This design comes from an exercise in tuning for small area, a short achievable clock period and few clock cycles per item on the open sky130 flow, not from production work.
RTL that was checked went through simulation tests only; none was proved equivalent to the original.
No functional check of the RTL was part of run 1.

## flow/design.v (module list and top-level ports; edited modules follow where they fit)
// module PixelSolverMultiCore: 6669 lines
// module MandelFA: 4 lines
// module MandelHA: 4 lines
module PixelSolverMultiCore (
  input               io_cmd_valid,
  output              io_cmd_ready,
  input      [27:0]   io_cmd_payload_x,
  input      [27:0]   io_cmd_payload_y,
  output              io_rsp_valid,
  input               io_rsp_ready,
  output     [5:0]    io_rsp_payload_iteration,
  input               clk,
  input               reset
);
  // ...
==> flow/flow/run.sh <==
#!/bin/bash
set -euo pipefail
MARGIN=${MARGIN:-6.5}
sed "s/SETUP_SLACK_MARGIN=[0-9.]*/SETUP_SLACK_MARGIN=$MARGIN/" standard.sh > standard_margin.sh
bash standard_margin.sh > standard.log 2>&1
==> flow/standard.sh <==
#!/bin/bash
# synth_recipe.tcl (not shown) runs the flow's synth.tcl, then flattens the netlist and writes it again
# the make line also repeats each setting of config.mk as NAME=value (left out here)
make -C /OpenROAD-flow-scripts/flow DESIGN_CONFIG=/design/flow/config.mk WORK_HOME=/design/flow/orfs CLKGATE_MAP_FILE= SYNTH_SCRIPT=/design/flow/synth_recipe.tcl "${@:-finish}"
==> flow/config.mk <==
export PLATFORM = sky130hd
export DESIGN_NAME = PixelSolverMultiCore
export DESIGN_NICKNAME = PixelSolverMultiCore
export VERILOG_FILES = /design/flow/design.v
export SDC_FILE = /design/flow/constraint.sdc
export NUM_CORES = 8
export LEC_CHECK = 0
export CAP_MARGIN = 20
export CORE_MARGIN = 2
export CORE_UTILIZATION = 60
export CTS_BUF_LIST = sky130_fd_sc_hd__clkbuf_16
export CTS_CLUSTER_DIAMETER = 150
export CTS_CLUSTER_SIZE = 24
export SETUP_SLACK_MARGIN = 5
export SLEW_MARGIN = 20
export SYNTH_HIERARCHICAL = 1
==> flow/constraint.sdc <==
create_clock -name core_clock -period 10.0 [get_ports {clk}]
set_input_delay 2.0000 -clock core_clock [delete_from_list [all_inputs] [get_ports {clk}]]
set_output_delay 2.0000 -clock core_clock [all_outputs]
set_load 0.01 [all_outputs]
==> flow_summary.rst, run 1 <==
.. list-table::
   :header-rows: 1

   * - Metric
     - Value
   * - Resize count post-CTS
     - 90
   * - Global-route track usage on met1
     - 41.08%
   * - Residual antenna-violating net count after detailed routing
     - 0
   * - Start point of the critical path
     - r0_y[27]$_DFF_P_
   * - Clock buffer and inverter area fraction after layout
     - 2.015%
   * - Post-route setup TNS
     - 0 ps
   * - Commonest cells after routing, fill and taps aside
     - dfxtp_1, fa_1, nand2_1
   * - Floorplan row count
     - 125
   * - Cell repeated most along the worst path
     - fa_1
   * - Antenna Diode Count
     - 1
   * - Placed cell areas
     - 72660 sq um
   * - Critical path depth
     - 21
   * - Family of cells with the greatest summed delay on the critical path
     - adder cells
   * - Run status
     - timing/DRC/antenna clean
   * - Worst-Margin Slew
     - 1015 ps
   * - Net count after synthesis
     - 7629
   * - Critical hold path startpoint
     - p2_snap[42]$_DFF_P_
   * - Busiest layer in global routing
     - met2
   * - Final worst setup slack
     - 5495 ps
   * - Post-placement setup slack
     - 4989 ps
   * - Top Registers
     - p1_snap x56, p2_snap x56, r0_snap x56
   * - Setup Buffers After CTS
     - 17
   * - Crit path buffers/inverters
     - 5
   * - Average cell area after synthesis
     - 11.34 sq um
   * - Cell breakdown of the critical path
     - buf_12 > ha_4 > nand2_4 > fa_1 > fa_1 > inv_1 > fa_1 > inv_1 > fa_1 > inv_2 > ha_4 > inv_2 > fa_2 > nor2b_2 > o21ai_2 > and4_1 > o21ai_2 > a21oi_2 > nor3_2 > a21oi_2 > a21oi_2
==> run 2: changes to the inputs <==
--- a/flow/design.v
+++ b/flow/design.v
@@ -31,18 +31,17 @@
   wire        acc = tk & io_cmd_valid;
   assign io_rsp_valid = o_v;
   assign io_rsp_payload_iteration = o_it;
   wire [5:0]  itc = r0_it + 6'd1;
   wire        inx = (r0_x[27:22] == 6'd0) | (r0_x[27:22] == 6'h3f);
   wire        iny = (r0_y[27:22] == 6'd0) | (r0_y[27:22] == 6'h3f);
   wire [3:0]  qx = r0_x[21:18] ^ {4{r0_x[27]}};
   wire [3:0]  qy = r0_y[21:18] ^ {4{r0_y[27]}};
-  wire [8:0]  q2 = qx * qx + qy * qy;
-  wire        big = inx & iny & (q2 >= 9'd64);
+  wire        big = inx & iny & (qx[3] | qy[3] | (qx[2] & qy[2] & ((~qx[1] & qy[1] & qy[0]) | (qx[1] & ~qx[0] & qy[1]) | (qx[1] & qx[0]))));
   wire        cyc = (itc > 6'd4) & ({r0_x, r0_y} == r0_snap);
   wire [55:0] snape = (itc[1:0] == 0) ? {r0_x, r0_y} : r0_snap;
   wire        live = r0_act & ~r0_lesc;
   wire        fe0 = live & (big | cyc | (itc == 6'd62));    
   wire        f620 = ~big & ~cyc;                           
   wire        fl0 = r0_act & r0_lesc;                       
   wire        ld = ~o_v | io_rsp_ready;
   wire        pop = ld & rob_v[head];
@@ -6637,37 +6636,35 @@
       r0_lesc <= esc_l;
       r0_seq <= p2_seq;
     end
     r0_snap <= p2_snap;
     wb_seq <= p2_seq;
     wb_res <= (bg_l | (f62_l & esc_l)) ? it_l : 6'd63;
     if (wr) rob_d[wr_seq] <= wr_res;
     if (ld) o_it <= rob_d[head];
+    tk <= free_n & room;
+    o_v <= ~reset & (ld ? rob_v[head] : o_v);
   end
   always @(posedge clk or posedge reset) begin
     if (reset) begin
-      tk <= 1'b0;
       r0_act <= 1'b0;
       act <= 2'd0;
       wb_v <= 1'b0;
       rob_v <= 8'd0;
       head <= 3'd0;
       alloc <= 3'd0;
       used <= 4'd0;
-      o_v <= 1'b0;
     end else begin
-      tk <= free_n & room;
       r0_act <= acc | cont_l;
       act <= {act[1:1], r0_act};
       wb_v <= act[2] & fe_l;
       if (acc) alloc <= alloc + 1'b1;
       used <= used + {3'd0, acc} - {3'd0, pop};
       if (pop) head <= head + 1'b1;
-      if (ld) o_v <= rob_v[head];
       rob_v <= (rob_v & ~({7'd0, pop} << head)) | ({7'd0, wr} << wr_seq);
     end
   end
 endmodule
 module MandelFA (input a, input b, input c, output s, output co);
   assign s = a ^ b ^ c;
   assign co = (a & b) | (a & c) | (b & c);
 endmodule
==> flow/flow/run.sh (replaced) <==
#!/bin/bash
set -euo pipefail
MARGIN=${MARGIN:-7}
sed "s/SETUP_SLACK_MARGIN=[0-9.]*/SETUP_SLACK_MARGIN=$MARGIN/" standard.sh > standard_margin.sh
bash standard_margin.sh > standard.log 2>&1
==> flow_summary.rst, run 2 <==
.. list-table::
   :header-rows: 1

   * - Metric
     - Value
   * - RSZ-0062 raised after global routing
     - yes
   * - Final net count
     - 7521
   * - Grt total ovfl
     - 0
   * - Max Clk Rate
     - 292.4 MHz
   * - Top Registers
     - p1_snap x56, p2_snap x56, r0_snap x56
   * - Worst slew margin relative to its limit
     - 19.07%
   * - Count of pins on the block boundary
     - 68
   * - Clock insertion delay at the later pin of the skew report
     - 740 ps
   * - Average cell area after synthesis
     - 11.34 sq um (about the same)
   * - Die area
     - 119700 sq um
   * - All-layer global routing usage
     - 33.81%
   * - Number of synthesized flops with an enable pin
     - 54
   * - Worst-Margin Slew
     - 1203 ps (+187.8 ps)
   * - Clock tree from TritonCTS
     - yes
   * - Minimum period implied by the final worst setup slack
     - 3420 ps
   * - Maximum number of pins on one net before global-route repair
     - 101
   * - Crit path max fanout
     - 6
   * - Final worst setup slack
     - 6580 ps (+1084 ps)
   * - Wire length of the first global-routing pass
     - 299600 um
   * - Worst-case clock buffer depth
     - 3
   * - Via count of the first global-routing pass
     - 48140
   * - Die Wd
     - 346.0 um
   * - Length in cells of the worst reg-to-reg path
     - 13
   * - Share of layout cells above drive strength 1
     - 10.93%
   * - Post-CTS Hold Buffers
     - 0
   * - Clock skew
     - 43.40 ps
   * - DRC violations left
     - 0
   * - Number of antenna violations at the first check in global routing
     - 3
   * - Leading post-synthesis cells by cell area
     - dfxtp_1, fa_1, xnor2_1
   * - Most used flip-flop cell after synthesis
     - dfxtp_1
   * - Kind of critical path
     - reg -> reg
   * - Warning count from the yosys run
     - 7
   * - Commonest cells after routing, fill and taps aside
     - dfxtp_1, fa_1, nand2_1
   * - Number of buffers created by CTS
     - 57
   * - Start point of the critical path
     - q2_c3614$_DFF_P_
   * - Clock-pin slew reported for the worst setup and hold paths after clock tree synthesis
     - 110 ps
   * - Post-route setup TNS
     - 0 ps (unchanged)
   * - Area of the core
     - 116000 sq um
   * - Residual antenna-violating net count after detailed routing
     - 0 (unchanged)
   * - Per-cell routed wire length
     - 26.35 um
   * - HPWL reported at the end of detailed placement
     - 124700 um
   * - Fraction of post-synthesis cell area in the top cell type by area
     - 33.04%
   * - DRC marker count from the first detailed-route iteration
     - 4188
   * - Most numerous cell in the Yosys netlist
     - dfxtp_1
   * - Run status
     - timing/DRC/antenna clean
   * - Via Count
     - 45450
   * - Proportion of register bits with asynchronous set or reset after synthesis
     - 1.783%
   * - Commonest cells in the synthesized netlist
     - dfxtp_1, fa_1, nand2_1
   * - Number of distinct library cells after synthesis
     - 73
   * - Pins Over Slew Limit
     - 0
   * - Post-synthesis to final-layout area growth
     - 10.97%
   * - TritonCTS Sinks
     - 1234
   * - Startpoint Class
     - register
   * - Final cycle utilization of the critical path
     - 34.21%
   * - Reg-to-reg critical path endpoint
     - wb_res[4]$_SDFF_PN1_
   * - Critical path required time
     - 10600 ps
   * - Number of setup violations in the final report
     - 0
   * - Max-Cap Viols
     - 0
   * - H-tree Lvls
     - 2
   * - Gate count after technology mapping
     - 6185
   * - Reg-to-Reg Start
     - q2_c3614$_DFF_P_
   * - Flops & latches, synth
     - 1234
   * - Type of the tightest min-delay check
     - reg -> reg
   * - Synthesized cell area
     - 70160 sq um
   * - Capture point of the critical path
     - wb_res[4]$_SDFF_PN1_
   * - Number of iterations in the first detailed-routing pass
     - 6
   * - Most common cell after layout, fill and taps aside
     - dfxtp_1
   * - Starting Density
     - 60.46%
   * - Net count after synthesis
     - 7559 (-0.92%)
   * - Port buffer count
     - 67
   * - Floorplan row count
     - 125 (unchanged)
   * - Die height
     - 346.0 um
   * - Final hold viol count
     - 0
   * - Gpl congestion
     - 0.8529
   * - Cell chosen for the clock root
     - clkbuf_16
   * - Fraction of the yosys area taken by sequential cells
     - 36.14%
   * - Post-Route WL
     - 202400 um
   * - Endpoint kind of the worst setup timing path
     - register
   * - Flop-to-flop setup slack
     - 6580 ps
   * - Cell accounting for the most synthesized area
     - dfxtp_1
   * - Post-placement setup slack
     - 5960 ps (+970.4 ps)
   * - Arrival time at the worst endpoint
     - 4020 ps
   * - Routed via count divided by cell count
     - 5.917
run 2: how the worst min path moves through the flow:
stage,endpoint,from,slack [ps],cells past startpoint
final,p2_snap[29]$_DFF_P_,p1_snap[29]$_DFF_P_,320,0
after global routing,p2_snap[27]$_DFF_P_,p1_snap[27]$_DFF_P_,320,0
after CTS,p2_snap[29]$_DFF_P_,p1_snap[29]$_DFF_P_,320,0
after detailed placement,r0_snap[44]$_DFF_P_,p2_snap[44]$_DFF_P_,310,0
after global placement,p2_x0[7]$_DFF_P_,p1_x0[7]$_DFF_P_,310,0
after floorplan,p2_bg$_DFF_P_,p1_bg$_DFF_P_,310,0
run 2: worst max-delay path, stage by stage (launching register included):
cell	delay [ps]
dfxtp_2	330
inv_2	40
ha_4	230
a21o_1	170
a21o_1	140
a211o_1	280
a2111oi_4	520
o221ai_4	310
a221o_2	490
xnor2_4	180
buf_12	160
clkbuf_16	170
o32ai_2	190
a21oi_1	60
run 2: final cells by class:
class	count	area, sq um
repair buffers	319	4506
clock inverters	9	51.30
clock buffers	59	1476
diodes	1	2.502
inverters	676	2599
well taps	1524	1907
multi-input cells	3859	41780
fillers	8948	38190
flip-flops and latches	1234	25540
run 2: per-stage QoR:
step           utilization [%]  instance area, sq um  hold WS [ps]  std cells
2_1_floorplan                -                 70580         309.6       6185
3_5_place_dp             62.20                 72180         312.1       7475
5_1_grt                  67.09                 77860         320.1       7680
3_3_place_gp             62.20                 72180         309.5       7475
4_1_cts                  65.91                 76490         317.1       7641
6_report                 67.09                 77860         320.5       7681
run 2: routing by layer:
| metal | wire (um) | track usage (%) | share of wire (%) |
|---|---|---|---|
| met5 | 0 | 0 | 0 |
| met4 | 12290 | 16.94 | 6.1 |
| met3 | 18550 | 6.618 | 9.2 |
| met2 | 94800 | 54.88 | 47 |
| met1 | 76770 | 43.53 | 38 |
run 2: Yosys stat by module, one instance, submodules excluded:
module / cells inside / flops+latches / cell area [sq um] / copies in the design
MandelHA: 1 / 0 / 12.51 / 11
MandelFA: 1 / 0 / 20.02 / 1079
PixelSolverMultiCore: 5095 / 1234 / 48430 / 1
run 2: logic make-up (layout without fill, tap and decap cells):
group	Yosys count	after routing	synth area share (%)
other	0	1	0
DFF	1234	1234	36.14
and+or+nand+nor	1120	1120	6.809
xor gates and xnor gates	529	529	6.630
adders and majority gates	1314	1314	35.01
muxes	96	96	1.762
AOI/OAI and AO/OA	800	800	7.800
buffers and inverters	1092	1063	5.854
run 2: repair_timing:
action,in CTS,in global routing
setup endpoints to repair,323,128
endpoints found under the hold margin,0,0
pin swaps,57,118
buffers inserted,71,30
gates resized for setup,346,204
gates cloned,27,9
Testbench counts of run 2, summed over its fixed seeds: cycles 255,610, pixels 8,192.
==> run 3: changes to the inputs <==
==> flow/flow/run.sh (replaced) <==
#!/bin/bash
set -euo pipefail
MARGIN=${MARGIN:-6}
sed "s/SETUP_SLACK_MARGIN=[0-9.]*/SETUP_SLACK_MARGIN=$MARGIN/" standard.sh > standard_margin.sh
bash standard_margin.sh > standard.log 2>&1
==> flow_summary.rst, run 3 <==
.. list-table::
   :header-rows: 1

   * - Metric
     - Value
   * - Final cycle utilization of the critical path
     - 39.60% (+5.4 points)
   * - Most numerous cell in the Yosys netlist
     - dfxtp_1
   * - Endpoint kind of the worst setup timing path
     - register
   * - Via count of the first global-routing pass
     - 47360 (-1.6%)
   * - Length in cells of the worst reg-to-reg path
     - 8 (-5)
   * - Die Wd
     - 346.0 um (unchanged)
   * - Reg-to-reg critical path endpoint
     - q1_s3093$_DFF_P_
   * - Post-synthesis to final-layout area growth
     - 4.881%
   * - Fraction of the yosys area taken by sequential cells
     - 36.14% (unchanged)
   * - Max Clk Rate
     - 252.5 MHz (-14%)
   * - Run status
     - timing/DRC/antenna clean
   * - Post-route setup TNS
     - 0 ps (unchanged)
   * - Die area
     - 119700 sq um (unchanged)
   * - Post-Route Utilization
     - 63.41% (-3.7 points)
   * - Die height
     - 346.0 um (unchanged)
   * - Most used flip-flop cell after synthesis
     - dfxtp_1
   * - Max-Cap Viols
     - 0 (unchanged)
   * - Leading post-synthesis cells by cell area
     - dfxtp_1, fa_1, xnor2_1
   * - Gate count after technology mapping
     - 6185 (unchanged)
   * - Crit path max fanout
     - 35 (+29)
   * - H-tree Lvls
     - 2 (unchanged)
   * - Number of antenna violations at the first check in global routing
     - 3 (unchanged)
   * - Share of layout cells above drive strength 1
     - 5.456% (-5.5 points)
   * - Post-CTS Hold Buffers
     - 0 (unchanged)
   * - Clock insertion delay at the later pin of the skew report
     - 740 ps (about the same)
   * - Grt total ovfl
     - 0 (unchanged)
   * - Fraction of post-synthesis cell area in the top cell type by area
     - 33.04% (unchanged)
   * - Pins Over Slew Limit
     - 0 (unchanged)
   * - Sequential Area
     - 25410 sq um (-0.51%)
   * - Number of synthesized flops with an enable pin
     - 54 (unchanged)
   * - Number of buffers created by CTS
     - 57 (unchanged)
   * - Cell chosen for the clock root
     - clkbuf_16
   * - Final hold viol count
     - 0 (unchanged)
   * - Port buffer count
     - 67 (unchanged)
   * - Starting Density
     - 60.46% (unchanged)
   * - Reg-to-Reg Start
     - r0_x[16]$_DFF_P_
   * - Startpoint Class
     - register
   * - Type of the tightest min-delay check
     - reg -> reg
   * - Post-Route WL
     - 183700 um (-9.3%)
   * - Net count after synthesis
     - 7559 (unchanged)
   * - Per-cell routed wire length
     - 24.37 um (-7.5%)
   * - Hold WS
     - 317.5 ps (-2.923 ps)
   * - Arrival time at the worst endpoint
     - 4560 ps (+540 ps)
   * - DRC violations left
     - 0 (unchanged)
   * - Kind of critical path
     - reg -> reg
   * - RSZ-0062 raised after global routing
     - no
   * - Average cell area after synthesis
     - 11.34 sq um (unchanged)
   * - Worst slew margin relative to its limit
     - 26.66% (+7.6 points)
   * - Worst-Margin Slew
     - 1100 ps (-102.7 ps)
   * - TritonCTS Sinks
     - 1234 (unchanged)
   * - Commonest cells in the synthesized netlist
     - dfxtp_1, fa_1, nand2_1
   * - Floorplan row count
     - 125 (unchanged)
   * - Number of iterations in the first detailed-routing pass
     - 6 (unchanged)
   * - Via Count
     - 44050 (-3.1%)
   * - Number of distinct library cells after synthesis
     - 73 (unchanged)
   * - Final net count
     - 7377 (-1.9%)
   * - Count of pins on the block boundary
     - 68 (unchanged)
   * - Proportion of register bits with asynchronous set or reset after synthesis
     - 1.783% (unchanged)
   * - Flops & latches, synth
     - 1234 (unchanged)
   * - Capture point of the critical path
     - q1_s3093$_DFF_P_
   * - Warning count from the yosys run
     - 7 (unchanged)
   * - Maximum number of pins on one net before global-route repair
     - 94 (-6.9%)
   * - Worst-case clock buffer depth
     - 3 (unchanged)
   * - Footprint of the multi-input gates
     - 40720 sq um (-2.5%)
   * - Commonest cells after routing, fill and taps aside
     - dfxtp_1, fa_1, nand2_1
   * - Area of the core
     - 116000 sq um (unchanged)
   * - Cells on Worst Hold Path
     - 0 (unchanged)
   * - Filler cell count in the final layout
     - 9352 (+4.5%)
   * - Start point of the critical path
     - r0_x[16]$_DFF_P_
   * - Flop-to-flop setup slack
     - 6040 ps (-540 ps)
   * - Number of setup violations in the final report
     - 0 (unchanged)
   * - Cell accounting for the most synthesized area
     - dfxtp_1
   * - Gpl congestion
     - 0.8445 (-0.98%)
   * - Synthesized cell area
     - 70160 sq um (unchanged)
   * - Most common cell after layout, fill and taps aside
     - dfxtp_1
   * - All-layer global routing usage
     - 31.41% (-2.4 points)
   * - Minimum period implied by the final worst setup slack
     - 3960 ps (+539.4 ps)
   * - Wire length of the first global-routing pass
     - 282900 um (-5.6%)
   * - DRC marker count from the first detailed-route iteration
     - 3792 (-9.5%)
   * - Top Registers
     - p1_snap x56, p2_snap x56, r0_snap x56
   * - Clock tree from TritonCTS
     - yes
   * - Residual antenna-violating net count after detailed routing
     - 0 (unchanged)
   * - Routed via count divided by cell count
     - 5.844 (-1.2%)
   * - HPWL reported at the end of detailed placement
     - 123300 um (-1.2%)
   * - Clock-pin slew reported for the worst setup and hold paths after clock tree synthesis
     - 120 ps (about the same)
   * - Critical path required time
     - 10600 ps (about the same)
   * - Clock skew
     - 38.62 ps (-4.777 ps)
run 3: cell types whose count changed in the layout (fill, tap and decap cells not counted), sizes merged:
cell | previous run | this run
clkbuf | 72 | 57
bufbuf | 25 | 0
clkdlybuf4s50 | 57 | 67
dlymetal6s2s | 1 | 0
buf | 223 | 108
inv | 682 | 684
run 3: how the worst min path moves through the flow:
| stage | startpoint | endpoint | slack, ps |
|---|---|---|---|
| 6_report | p2_snap[53]$_DFF_P_ | r0_snap[53]$_DFF_P_ | 320 |
| 3_3_place_gp | p1_snap[49]$_DFF_P_ | p2_snap[49]$_DFF_P_ | 310 |
| 5_1_grt | p2_snap[53]$_DFF_P_ | r0_snap[53]$_DFF_P_ | 320 |
| 3_5_place_dp | p1_snap[14]$_DFF_P_ | p2_snap[14]$_DFF_P_ | 310 |
| 4_1_cts | p2_snap[53]$_DFF_P_ | r0_snap[53]$_DFF_P_ | 320 |
| 2_1_floorplan | p1_bg$_DFF_P_ | p2_bg$_DFF_P_ | 310 |
run 3: through the flow:
| step | cell area (sq um) | worst slack [ps] | cells |
|---|---|---|---|
| 5_1_grt | 73590 | 6019 | 7536 |
| 6_report | 73590 | 6040 | 7537 |
| 4_1_cts | 73540 | 6046 | 7535 |
| 3_3_place_gp | 72040 | 5694 | 7467 |
| 3_5_place_dp | 72040 | 5695 | 7467 |
| 2_1_floorplan | 70160 | 6474 | 6185 |
run 3: logic make-up (layout without fill, tap and decap cells):
kind of cell,after synthesis,after routing,synth area share [%]
buffers and inverters,1092,919,5.854
other,0,1,0
AOI/OAI and AO/OA,800,800,7.800
and+or+nand+nor,1120,1120,6.809
DFF,1234,1234,36.14
xor gates and xnor gates,529,529,6.630
muxes,96,96,1.762
adders and majority gates,1314,1314,35.01
run 3: final cells by class:
cell class,count,area share (%)
Sequential cell,1234,34.53
Inverter,676,3.448
Timing Repair Buffer,175,2.045
Antenna cell,1,0.003401
Clock buffer,57,1.938
Tap cell,1524,2.591
Clock inverter,11,0.1088
Multi-Input combinational cell,3859,55.34
run 3: worst max-delay path: stages, from the launching register on:
cell and delay (ps):
dfxtp_2 910, buf_4 700, a22oi_1 170, xnor2_1 170
ha_1 300, inv_1 40, fa_1 530, fa_1 470
fa_1 490
run 3: layer usage:
metal / part of all wire (%) / wire length [um] / GRT usage, %
met1: 39 / 71510 / 41.08
met2: 47 / 86790 / 51.27
met3: 8.7 / 15930 / 5.683
met4: 5.0 / 9244 / 14.18
met5: 0.11 / 195 / 1.080
run 3: Yosys stat by module, one instance, submodules excluded:
module                area [sq um]  flip-flops and latches  cells inside
PixelSolverMultiCore         48430                    1234          5095
MandelHA                     12.51                       0             1
MandelFA                     20.02                       0             1
run 3: timing repair:
action / in CTS / in global routing
setup endpoints to repair: 0 / 21
buffers inserted: 0 / 1
gates resized for setup: 0 / 5
==> run 4: changes to the inputs <==
==> flow/flow/run.sh (replaced) <==
#!/bin/bash
set -euo pipefail
MARGIN=${MARGIN:-6.75}
sed "s/SETUP_SLACK_MARGIN=[0-9.]*/SETUP_SLACK_MARGIN=$MARGIN/" standard.sh > standard_margin.sh
bash standard_margin.sh > standard.log 2>&1
==> flow_summary.rst, run 4 <==
.. list-table::
   :header-rows: 1

   * - Metric
     - Value
   * - Run status
     - timing/DRC/antenna clean
   * - Commonest cells after routing, fill and taps aside
     - dfxtp_1, fa_1, nand2_1
   * - Footprint of the multi-input gates
     - 41090 sq um (+0.90%)
   * - Type of the tightest min-delay check
     - reg -> reg
   * - Fraction of the yosys area taken by sequential cells
     - 36.14% (unchanged)
   * - Leading post-synthesis cells by cell area
     - dfxtp_1, fa_1, xnor2_1
   * - Final net count
     - 7439 (+0.84%)
   * - Filler cell count in the final layout
     - 9279 (-0.78%)
   * - Number of synthesized flops with an enable pin
     - 54 (unchanged)
   * - Most used flip-flop cell after synthesis
     - dfxtp_1
   * - Sequential Area
     - 25470 sq um (+0.24%)
   * - Routed via count divided by cell count
     - 5.855 (+0.18%)
   * - Flops & latches, synth
     - 1234 (unchanged)
   * - Hold WS
     - 315.2 ps (-2.316 ps)
   * - Top Registers
     - p1_snap x56, p2_snap x56, r0_snap x56
   * - Via Count
     - 44480 (+0.98%)
   * - Family of cells with the greatest summed delay on the critical path
     - compound AO/OA/AOI/OAI gates
   * - Cell accounting for the most synthesized area
     - dfxtp_1
   * - Worst slew margin relative to its limit
     - 28.44% (+1.8 points)
   * - Minimum period implied by the final worst setup slack
     - 3431 ps (-529.2 ps)
   * - HPWL reported at the end of detailed placement
     - 123500 um (+0.16%)
   * - Die Wd
     - 346.0 um (unchanged)
   * - Residual antenna-violating net count after detailed routing
     - 0 (unchanged)
   * - Per-cell routed wire length
     - 25.01 um (+2.6%)
   * - Clock skew
     - 37.91 ps (-0.7127 ps)
   * - Number of antenna violations at the first check in global routing
     - 3 (unchanged)
   * - Gpl congestion
     - 0.8698 (+3.0%)
   * - Starting Density
     - 60.46% (unchanged)
   * - TritonCTS Sinks
     - 1234 (unchanged)
   * - DRC marker count from the first detailed-route iteration
     - 3670 (-3.2%)
   * - Post-Route WL
     - 190000 um (+3.4%)
   * - Clock insertion delay at the later pin of the skew report
     - 740 ps (about the same)
   * - Commonest cells in the synthesized netlist
     - dfxtp_1, fa_1, nand2_1
   * - Startpoint Class
     - register
   * - Number of distinct library cells after synthesis
     - 73 (unchanged)
   * - Floorplan row count
     - 125 (unchanged)
   * - Area of the core
     - 116000 sq um (unchanged)
   * - Post-Route Utilization
     - 64.85% (+1.4 points)
   * - Die height
     - 346.0 um (unchanged)
   * - Max-Cap Viols
     - 0 (unchanged)
   * - Antenna Diode Count
     - 0 (-1)
   * - Crit path buffers/inverters
     - 4 (+2)
   * - Number of iterations in the first detailed-routing pass
     - 6 (unchanged)
   * - Final worst setup slack
     - 6569 ps (+529.2 ps)
   * - Most numerous cell in the Yosys netlist
     - dfxtp_1
   * - H-tree Lvls
     - 2 (unchanged)
   * - Synthesized cell area
     - 70160 sq um (unchanged)
   * - Pins Over Slew Limit
     - 0 (unchanged)
   * - Grt total ovfl
     - 0 (unchanged)
   * - Port buffer count
     - 67 (unchanged)
   * - Design Area, Final
     - 75260 sq um (+2.3%)
   * - Gate count after technology mapping
     - 6185 (unchanged)
   * - Post-route setup TNS
     - 0 ps (unchanged)
   * - Worst-Margin Slew
     - 1062 ps (-38.00 ps)
   * - Net count after synthesis
     - 7559 (unchanged)
   * - Clock-pin slew reported for the worst setup and hold paths after clock tree synthesis
     - 100 ps (-20 ps)
   * - Via count of the first global-routing pass
     - 47780 (+0.88%)
   * - Arrival time at the worst endpoint
     - 4080 ps (-480 ps)
   * - Maximum number of pins on one net before global-route repair
     - 101 (+7.4%)
   * - Number of buffers created by CTS
     - 57 (unchanged)
   * - Worst-case clock buffer depth
     - 3 (unchanged)
   * - Largest stage delay, worst path
     - 520 ps (-390 ps)
   * - Number of setup violations in the final report
     - 0 (unchanged)
   * - Warning count from the yosys run
     - 7 (unchanged)
   * - DRC violations left
     - 0 (unchanged)
   * - RSZ-0062 raised after global routing
     - yes
   * - Cell chosen for the clock root
     - clkbuf_16
   * - Crit path max fanout
     - 6 (-83%)
   * - All-layer global routing usage
     - 32.14% (+0.73 points)
   * - Most common cell after layout, fill and taps aside
     - dfxtp_1
   * - Critical path required time
     - 10650 ps (+50 ps)
   * - Kind of critical path
     - reg -> reg
   * - Die area
     - 119700 sq um (unchanged)
   * - Fraction of post-synthesis cell area in the top cell type by area
     - 33.04% (unchanged)
   * - Max Clk Rate
     - 291.5 MHz (+15%)
   * - Clock tree from TritonCTS
     - yes
   * - Post-placement setup slack
     - 5903 ps (+207.3 ps)
   * - Endpoint kind of the worst setup timing path
     - register
   * - Count of pins on the block boundary
     - 68 (unchanged)
   * - Average cell area after synthesis
     - 11.34 sq um (unchanged)
   * - Cell breakdown of the critical path
     - inv_2 > ha_4 > a21o_1 > a21o_1 > a211o_1 > a2111oi_4 > o221ai_4 > a221o_2 > xnor2_4 > buf_12 > clkbuf_16 > buf_12 > a211oi_2
   * - Placed cell areas
     - 72070 sq um (about the same)
   * - Wire length of the first global-routing pass
     - 289100 um (+2.2%)
   * - Post-synthesis to final-layout area growth
     - 7.265%
   * - Final hold viol count
     - 0 (unchanged)
   * - Share of layout cells above drive strength 1
     - 7.492% (+2.0 points)
   * - Proportion of register bits with asynchronous set or reset after synthesis
     - 1.783% (unchanged)
   * - Final cycle utilization of the critical path
     - 34.31% (-5.3 points)
   * - Slowest stage cell on the critical path
     - a2111oi_4
[run 4: area by class of cell]
type	count	area share, %
multi-input cells	3859	54.60
flip-flops and latches	1234	33.84
repair buffers	237	3.594
inverters	676	3.406
well taps	1524	2.534
clock buffers	58	1.928
clock inverters	9	0.09975
[run 4: per-module statistics from Yosys (local to each module, per instance)]
module	flip-flops and latches	cell area (sq um)	cells	copies in the design
MandelFA	0	20.02	1	1079
MandelHA	0	12.51	1	11
PixelSolverMultiCore	1234	48430	5095	1
[run 4: worst paths after layout]
kind | startpoint | end | slack, ps | cells past startpoint
worst min register to register | p1_snap[49]$_DFF_P_ | p2_snap[49]$_DFF_P_ | 320 | 0
worst min-delay path | p1_snap[49]$_DFF_P_ | p2_snap[49]$_DFF_P_ | 320 | 0
worst max register to register | q2_s3615$_DFF_P_ | r0_lesc$_SDFF_PP0_ | 6570 | 13
min in group asynchronous | reset | head[1]$_DFFE_PP0P_ | 1770 | 2
worst max-delay path | q2_s3615$_DFF_P_ | r0_lesc$_SDFF_PP0_ | 6570 | 13
max in group asynchronous | reset | wb_v$_DFF_PP0_ | 7700 | 2
[run 4: routing by layer]
layer,vias to the layer above,GRT usage (%),part of all wire [%]
met5,-,0,0.011
met1,22790,41.99,39
li1,19180,-,-
met3,455,6.360,8.6
met2,2050,52.68,48
met4,2,13.41,4.5
[run 4: cell families (layout without fill, tap and decap cells)]
kind of cell | Yosys count | count (layout) | share of synthesized area [%]
compound gates | 800 | 800 | 7.800
flops | 1234 | 1234 | 36.14
simple gates | 1120 | 1120 | 6.809
buf+inv | 1092 | 980 | 5.854
xor+xnor | 529 | 529 | 6.630
mux | 96 | 96 | 1.762
fa+ha+maj | 1314 | 1314 | 35.01
[run 4: what timing repair did]
action,in CTS,in global routing
setup buffers,26,31
pin swaps,10,30
resized for setup,160,99
setup endpoints to repair,239,95
cloned,2,5
hold buffers,0,0
[run 4: metrics by stage]
| stage | cells |
|---|---|
| detailed placement | 7466 |
| global placement | 7466 |
| finish | 7597 |
| global route | 7597 |
| CTS | 7561 |
| floorplan | 6185 |
==> run 5: changes to the inputs <==
==> flow/flow/run.sh (replaced) <==
#!/bin/bash
set -euo pipefail
MARGIN=${MARGIN:-6.5}
sed "s/SETUP_SLACK_MARGIN=[0-9.]*/SETUP_SLACK_MARGIN=$MARGIN/" standard.sh > standard_margin.sh
bash standard_margin.sh > standard.log 2>&1
--- a/flow/config.mk
+++ b/flow/config.mk
@@ -11,6 +11,7 @@
 export CTS_BUF_LIST = sky130_fd_sc_hd__clkbuf_16
 export CTS_CLUSTER_DIAMETER = 150
 export CTS_CLUSTER_SIZE = 24
+export PLACE_DENSITY = 0.72
 export SETUP_SLACK_MARGIN = 5
 export SLEW_MARGIN = 20
 export SYNTH_HIERARCHICAL = 1
==> flow_summary.rst, run 5 <==
.. list-table::
   :header-rows: 1

   * - Metric
     - Value
   * - Largest stage delay, worst path
     - 1040 ps (+520 ps)
   * - Routed via count divided by cell count
     - 5.955 (+1.7%)
   * - Post-Route WL
     - 182500 um (-4.0%)
   * - Run status
     - timing/DRC/antenna clean
   * - Critical path required time
     - 10660 ps (about the same)
   * - Number of synthesized flops with an enable pin
     - 54 (unchanged)
   * - Max Clk Rate
     - 284.7 MHz (-2.3%)
   * - Final worst setup slack
     - 6487 ps (-82.06 ps)
   * - Filler cell count in the final layout
     - 8984 (-3.2%)
   * - Die Wd
     - 346.0 um (unchanged)
   * - Startpoint Class
     - register
   * - Post-route setup TNS
     - 0 ps (unchanged)
   * - Cell chosen for the clock root
     - clkbuf_16
   * - Clock-pin slew reported for the worst setup and hold paths after clock tree synthesis
     - 100 ps (about the same)
   * - Worst-Margin Slew
     - 1133 ps (+70.68 ps)
   * - Kind of critical path
     - reg -> reg
   * - Top Registers
     - p1_snap x56, p2_snap x56, r0_snap x56
   * - Fraction of the yosys area taken by sequential cells
     - 36.14% (unchanged)
   * - Post-Route Utilization
     - 63.84% (-1.0 points)
   * - TritonCTS Sinks
     - 1234 (unchanged)
   * - Clock skew
     - 49.75 ps (+11.84 ps)
   * - Global-route track usage on met1
     - 38.36% (-3.6 points)
   * - Cell breakdown of the critical path
     - buf_4 > nand2_1 > fa_1 > fa_1 > fa_1
   * - Wire length of the first global-routing pass
     - 281200 um (-2.7%)
   * - Type of the tightest min-delay check
     - reg -> reg
   * - Most numerous cell in the Yosys netlist
     - dfxtp_1
   * - Cell repeated most along the worst path
     - fa_1
   * - Number of buffers created by CTS
     - 57 (unchanged)
   * - Worst slew margin relative to its limit
     - 24.48% (-4.0 points)
   * - DRC marker count from the first detailed-route iteration
     - 4403 (+20%)
   * - Critical hold path startpoint
     - p2_snap[24]$_DFF_P_
   * - Leading post-synthesis cells by cell area
     - dfxtp_1, fa_1, xnor2_1
   * - Worst-case clock buffer depth
     - 3 (unchanged)
   * - Endpoint kind of the worst setup timing path
     - register
   * - Commonest cells in the synthesized netlist
     - dfxtp_1, fa_1, nand2_1
   * - Port buffer count
     - 67 (unchanged)
   * - RSZ-0062 raised after global routing
     - no
   * - Die height
     - 346.0 um (unchanged)
   * - Via count of the first global-routing pass
     - 48430 (+1.4%)
   * - Number of distinct library cells after synthesis
     - 73 (unchanged)
   * - Commonest cells after routing, fill and taps aside
     - dfxtp_1, fa_1, nand2_1
   * - Gate count after technology mapping
     - 6185 (unchanged)
   * - Clock insertion delay at the later pin of the skew report
     - 750 ps (about the same)
   * - Post-placement setup slack
     - 5976 ps (+73.48 ps)
   * - Max-Cap Viols
     - 0 (unchanged)
   * - Arrival time at the worst endpoint
     - 4170 ps (+90 ps)
   * - Final net count
     - 7388 (-0.69%)
   * - Final hold viol count
     - 0 (unchanged)
   * - Minimum period implied by the final worst setup slack
     - 3513 ps (+82.06 ps)
   * - Cell accounting for the most synthesized area
     - dfxtp_1
   * - Busiest layer in global routing
     - met2
   * - Via Count
     - 44950 (+1.0%)
   * - Residual antenna-violating net count after detailed routing
     - 0 (unchanged)
   * - Synthesized cell area
     - 70160 sq um (unchanged)
   * - HPWL reported at the end of detailed placement
     - 121200 um (-1.8%)
   * - Final cycle utilization of the critical path
     - 35.13% (+0.82 points)
   * - Hold WS
     - 312.9 ps (-2.348 ps)
   * - GRT met3 Usage
     - 7.262% (+0.90 points)
   * - Net count after synthesis
     - 7559 (unchanged)
   * - DRC violations left
     - 0 (unchanged)
   * - Met2 demand-to-capacity share in global routing
     - 50.44% (-2.2 points)
   * - Starting Density
     - 60.46% (unchanged)
   * - Reg-to-Reg Start
     - r0_x[12]$_DFF_P_
   * - Average cell area after synthesis
     - 11.34 sq um (unchanged)
   * - Cells on Worst Hold Path
     - 0 (unchanged)
   * - Most common cell after layout, fill and taps aside
     - dfxtp_1
   * - Most used flip-flop cell after synthesis
     - dfxtp_1
   * - Grt total ovfl
     - 0 (unchanged)
   * - Start point of the critical path
     - r0_x[12]$_DFF_P_
   * - Number of antenna violations at the first check in global routing
     - 3 (unchanged)
   * - Maximum number of pins on one net before global-route repair
     - 93 (-7.9%)
   * - Post-synthesis to final-layout area growth
     - 5.585%
   * - All-layer global routing usage
     - 30.87% (-1.3 points)
   * - Per-cell routed wire length
     - 24.17 um (-3.3%)
   * - Fraction of post-synthesis cell area in the top cell type by area
     - 33.04% (unchanged)
   * - H-tree Lvls
     - 2 (unchanged)
   * - Die area
     - 119700 sq um (unchanged)
   * - Area of the core
     - 116000 sq um (unchanged)
   * - Flops & latches, synth
     - 1234 (unchanged)
   * - Warning count from the yosys run
     - 7 (unchanged)
   * - Count of pins on the block boundary
     - 68 (unchanged)
   * - Number of setup violations in the final report
     - 0 (unchanged)
   * - Pins Over Slew Limit
     - 0 (unchanged)
   * - Clock tree from TritonCTS
     - yes
   * - Share of layout cells above drive strength 1
     - 5.795% (-1.7 points)
   * - Proportion of register bits with asynchronous set or reset after synthesis
     - 1.783% (unchanged)
   * - Number of iterations in the first detailed-routing pass
     - 9 (+3)
   * - Length in cells of the worst reg-to-reg path
     - 5 (-8)
   * - Floorplan row count
     - 125 (unchanged)
   * - Gpl congestion
     - 0.8986 (+3.3%)
   * - Slowest stage cell on the critical path
     - dfxtp_2
   * - Crit path max fanout
     - 30 (+24)
-- run 5: cell count changes in the layout (fill, tap and decap cells not counted), moves of 6 or more --
cell / change
a22oi_1: +6
a22oi_2: -6
buf_12: -21
buf_2: -7
buf_4: -6
buf_6: -6
buf_8: -8
dfxtp_1: +6
dfxtp_4: -8
dlygate4sd2_1: +6
o32ai_1: +6
xnor2_1: +9
xnor2_2: -9
-- run 5: Yosys stat by module (local to each module, per instance) --
module	cells inside	cell area [sq um]	times used
MandelFA	1	20.02	1079
MandelHA	1	12.51	11
PixelSolverMultiCore	5095	48430	1
-- run 5: path summary, 6_finish.rpt --
kind,end,slack (ps)
setup / recovery,q1_s1581$_DFF_P_,6490
hold / removal,r0_snap[24]$_DFF_P_,310
max in group asynchronous,r0_act$_DFF_PP0_,7690
min in group asynchronous,rob_v[4]$_DFF_PP0_,1780
setup reg to reg,q1_s1581$_DFF_P_,6490
hold reg to reg,r0_snap[24]$_DFF_P_,310
-- run 5: cells by family after synthesis --
family	count (synthesis)	synth area share (%)
adder cells (fa/ha/maj)	1314	35.01
AO/OA/AOI/OAI	800	7.800
AND/OR/NAND/NOR	1120	6.809
multiplexers	96	1.762
XOR/XNOR	529	6.630
buffers and inverters	1092	5.854
flip-flops	1234	36.14
-- run 5: repair_timing --
item                                    4_1_cts  5_1_grt
hold buffers                                  0        0
gates cloned                                  0        1
buffers inserted                              6       12
resized for setup                            47       48
endpoints found under the setup margin      139       88
pin swaps                                     2        6
-- run 5: worst max-delay path, delay by kind of cell, from the launching register on --
family	cells	cell delay [ps]
simple gates	1	180
flops	1	1040
fa+ha+maj	3	1590
buf+inv	1	630
-- run 5: routing by layer --
metal / vias up / wire (um)
met3: 648 / 17780
met1: 22720 / 66920
li1: 19080 / -
met4: 6 / 11330
met2: 2490 / 86390
met5: - / 43
-- run 5: final cells by class --
| cell class | instances | area, sq um | area share [%] |
|---|---|---|---|
| Sequential cell | 1234 | 25440 | 34.34 |
| Clock inverter | 10 | 105.1 | 0.1419 |
| Tap cell | 1524 | 1907 | 2.574 |
| Clock buffer | 57 | 1426 | 1.925 |
| Multi-Input combinational cell | 3859 | 40810 | 55.08 |
| Antenna cell | 2 | 5.005 | 0.006756 |
| Inverter | 676 | 2559 | 3.454 |
| Timing Repair Buffer | 186 | 1831 | 2.471 |
-- run 5: per-stage QoR --
stage	cell area, sq um	std cells
final	74080	7548
after global routing	74080	7546
after CTS	73740	7533
after detailed placement	71980	7460
after global placement	71980	7460
after floorplan	70170	6185
==> run 6: changes to the inputs <==
--- a/flow/config.mk
+++ b/flow/config.mk
@@ -11,7 +11,6 @@
 export CTS_BUF_LIST = sky130_fd_sc_hd__clkbuf_16
 export CTS_CLUSTER_DIAMETER = 150
 export CTS_CLUSTER_SIZE = 24
-export PLACE_DENSITY = 0.72
 export SETUP_SLACK_MARGIN = 5
 export SLEW_MARGIN = 20
 export SYNTH_HIERARCHICAL = 1
==> flow_summary.rst, run 6 <==
.. list-table::
   :header-rows: 1

   * - Metric
     - Value
   * - Starting Density
     - 60.46% (unchanged)
   * - Startpoint Class
     - register
   * - Via count of the first global-routing pass
     - 47240 (-2.4%)
   * - Top Registers
     - p1_snap x56, p2_snap x56, r0_snap x56
   * - Floorplan row count
     - 125 (unchanged)
   * - Cell repeated most along the worst path
     - fa_1
   * - Cell breakdown of the critical path
     - buf_6 > inv_2 > buf_4 > xnor2_1 > fa_1 > fa_1 > fa_1
   * - Die area
     - 119700 sq um (unchanged)
   * - Final net count
     - 7394 (+0.081%)
   * - Post-placement setup slack
     - 5939 ps (-37.18 ps)
   * - Clock-pin slew reported for the worst setup and hold paths after clock tree synthesis
     - 110 ps (about the same)
   * - Cell chosen for the clock root
     - clkbuf_16
   * - HPWL reported at the end of detailed placement
     - 123900 um (+2.2%)
   * - Routed via count divided by cell count
     - 5.826 (-2.2%)
   * - Kind of critical path
     - reg -> reg
   * - Max Clk Rate
     - 285.4 MHz (+0.26%)
   * - Clock skew
     - 48.96 ps (-0.7985 ps)
   * - Max-Cap Viols
     - 0 (unchanged)
   * - Critical path required time
     - 10590 ps (-70 ps)
   * - Post-synthesis to final-layout area growth
     - 5.664% (about the same)
   * - Commonest cells in the synthesized netlist
     - dfxtp_1, fa_1, nand2_1
   * - Average cell area after synthesis
     - 11.34 sq um (unchanged)
   * - Clock tree from TritonCTS
     - yes
   * - Die height
     - 346.0 um (unchanged)
   * - Final cycle utilization of the critical path
     - 35.04% (-0.090 points)
   * - Leading post-synthesis cells by cell area
     - dfxtp_1, fa_1, xnor2_1
   * - Final worst setup slack
     - 6496 ps (+9.040 ps)
   * - Number of distinct library cells after synthesis
     - 73 (unchanged)
   * - DRC violations left
     - 0 (unchanged)
   * - Worst slew margin relative to its limit
     - 25.39% (+0.92 points)
   * - Warning count from the yosys run
     - 7 (unchanged)
   * - RSZ-0062 raised after global routing
     - yes
   * - Flops & latches, synth
     - 1234 (unchanged)
   * - Most numerous cell in the Yosys netlist
     - dfxtp_1
   * - Minimum period implied by the final worst setup slack
     - 3504 ps (-9.040 ps)
   * - Via Count
     - 44040 (-2.0%)
   * - Largest stage delay, worst path
     - 700 ps (-340 ps)
   * - Grt total ovfl
     - 0 (unchanged)
   * - Number of setup violations in the final report
     - 0 (unchanged)
   * - Area of the core
     - 116000 sq um (unchanged)
   * - Proportion of register bits with asynchronous set or reset after synthesis
     - 1.783% (unchanged)
   * - Clock insertion delay at the later pin of the skew report
     - 730 ps (-20 ps)
   * - Run status
     - timing/DRC/antenna clean
   * - Crit path max fanout
     - 26 (-13%)
   * - Port buffer count
     - 67 (unchanged)
   * - Synthesized cell area
     - 70160 sq um (unchanged)
   * - Slowest stage cell on the critical path
     - dfxtp_2
   * - Post-Route Utilization
     - 63.88% (about the same)
   * - Cell accounting for the most synthesized area
     - dfxtp_1
   * - Most common cell after layout, fill and taps aside
     - dfxtp_1
   * - Count of pins on the block boundary
     - 68 (unchanged)
   * - Crit path buffers/inverters
     - 3 (+2)
   * - DRC marker count from the first detailed-route iteration
     - 3315 (-25%)
   * - Endpoint kind of the worst setup timing path
     - register
   * - Per-cell routed wire length
     - 24.57 um (+1.6%)
   * - All-layer global routing usage
     - 31.66% (+0.79 points)
   * - Post-Route WL
     - 185700 um (+1.8%)
   * - Fraction of post-synthesis cell area in the top cell type by area
     - 33.04% (unchanged)
   * - Number of synthesized flops with an enable pin
     - 54 (unchanged)
   * - Residual antenna-violating net count after detailed routing
     - 0 (unchanged)
   * - H-tree Lvls
     - 2 (unchanged)
   * - Most used flip-flop cell after synthesis
     - dfxtp_1
   * - Worst-Margin Slew
     - 1107 ps (-25.44 ps)
   * - Arrival time at the worst endpoint
     - 4090 ps (-80 ps)
   * - TritonCTS Sinks
     - 1234 (unchanged)
   * - Pins Over Slew Limit
     - 0 (unchanged)
   * - Number of buffers created by CTS
     - 57 (unchanged)
   * - Number of antenna violations at the first check in global routing
     - 3 (unchanged)
   * - Number of iterations in the first detailed-routing pass
     - 6 (-3)
   * - Post-route setup TNS
     - 0 ps (unchanged)
   * - Share of layout cells above drive strength 1
     - 5.988% (+0.19 points)
   * - Fraction of the yosys area taken by sequential cells
     - 36.14% (unchanged)
   * - Wire length of the first global-routing pass
     - 285300 um (+1.4%)
   * - Gpl congestion
     - 0.8612 (-4.2%)
   * - Net count after synthesis
     - 7559 (unchanged)
   * - Die Wd
     - 346.0 um (unchanged)
   * - Worst-case clock buffer depth
     - 3 (unchanged)
   * - Type of the tightest min-delay check
     - reg -> reg
   * - Family of cells with the greatest summed delay on the critical path
     - adder cells
   * - Maximum number of pins on one net before global-route repair
     - 97 (+4.3%)
   * - Gate count after technology mapping
     - 6185 (unchanged)
   * - Final hold viol count
     - 0 (unchanged)
   * - Commonest cells after routing, fill and taps aside
     - dfxtp_1, fa_1, nand2_1
[run 6: worst register-to-register path: stages (launching register included)]
cell,delay (ps)
dfxtp_2,700
buf_6,370
inv_2,110
buf_4,330
xnor2_1,360
fa_1,490
fa_1,530
fa_1,500
[run 6: worst paths after layout]
| path | startpoint | to | slack (ps) | cells after the start |
|---|---|---|---|---|
| max | r0_y[21]$_DFF_P_ | q1_s3093$_DFF_P_ | 6500 | 7 |
| min | p2_snap[5]$_DFF_P_ | r0_snap[5]$_DFF_P_ | 320 | 0 |
| max reg2reg | r0_y[21]$_DFF_P_ | q1_s3093$_DFF_P_ | 6500 | 7 |
| min reg2reg | p2_snap[5]$_DFF_P_ | r0_snap[5]$_DFF_P_ | 320 | 0 |
| max in group asynchronous | reset | head[0]$_DFFE_PP0P_ | 7620 | 2 |
| min in group asynchronous | reset | head[1]$_DFFE_PP0P_ | 1810 | 2 |
[run 6: metrics by stage]
| step | std cells | cell area (sq um) | hold WS, ps |
|---|---|---|---|
| after floorplan | 6185 | 70170 | 309.6 |
| after global placement | 7470 | 72060 | 309.5 |
| after detailed placement | 7470 | 72060 | 312.1 |
| after CTS | 7544 | 73810 | 308.8 |
| after global routing | 7554 | 74130 | 309.8 |
| final | 7558 | 74140 | 316.1 |
[run 6: metal layers]
layer  part of all wire (%)  wire (um)  track usage, %
met2                     48      88620           52.04
met3                    8.1      14960           5.919
met1                     39      73060           41.47
met4                    4.8       8852           13.03
met5                   0.12        218           1.160
[run 6: logic make-up after synthesis]
| group | share of synthesized area [%] |
|---|---|
| fa+ha+maj | 35.01 |
| compound gates | 7.800 |
| mux | 1.762 |
| flops | 36.14 |
| buf+inv | 5.854 |
| simple gates | 6.809 |
| xor+xnor | 6.630 |
[run 6: final cells by class]
cell class / instances / area, sq um
Fill cell: 9282 / 41910
Multi-Input combinational cell: 3859 / 40840
Antenna cell: 5 / 12.51
Tap cell: 1524 / 1907
Inverter: 676 / 2552
Clock buffer: 58 / 1451
Sequential cell: 1234 / 25430
Timing Repair Buffer: 192 / 1883
Clock inverter: 10 / 60.06
[run 6: what timing repair did]
item / CTS / global route
setup endpoints to repair: 130 / 88
setup buffers: 6 / 8
pin swaps: 2 / 3
hold buffers: 0 / 0
hold endpoints to repair: 0 / 0
cloned: 0 / 1
gates resized for setup: 43 / 51
[run 6: per-module statistics from Yosys (local to each module, per instance)]
| module | flops+latches | cell area [sq um] | cells inside | copies in the design |
|---|---|---|---|---|
| MandelHA | 0 | 12.51 | 1 | 11 |
| PixelSolverMultiCore | 1234 | 48430 | 5095 | 1 |
| MandelFA | 0 | 20.02 | 1 | 1079 |

==> port drivers added, routing unchanged <==
Ports are ideal in the flow. The routed layouts listed here were re-timed in OpenROAD. Step 1, drivers: a clkbuf_16 drives clk and a buf_2 each remaining input, both assumed. Step 2 adds t to the input delays and takes it off the output delays; t is the mean of the earliest and latest rising clock arrival at the registers after step 1. Input paths then give back, and output paths get back, about the clock's delay inside the block. Slacks: ideal ports / drivers / drivers and shift; pairs: ideal ports / drivers.
run	shift t [ns]	slack for setup (ns)	clock arrival spread, ns
run 1	0.779	5.495 / 5.495 / 5.495	0.049 / 0.050
run 2	0.800	6.579 / 6.579 / 6.351	0.045 / 0.046
run 3	0.804	6.040 / 6.040 / 5.683	0.044 / 0.044
run 4	0.805	6.569 / 6.569 / 6.136	0.045 / 0.045
run 5	0.798	6.487 / 6.487 / 5.990	0.051 / 0.051
run 6	0.784	6.496 / 6.496 / 5.919	0.054 / 0.053
After both steps every run listed still meets setup and hold. For run 6, which loses most, drivers alone change the setup slack by 0.000 ns; drivers and shift together by -0.577 ns.
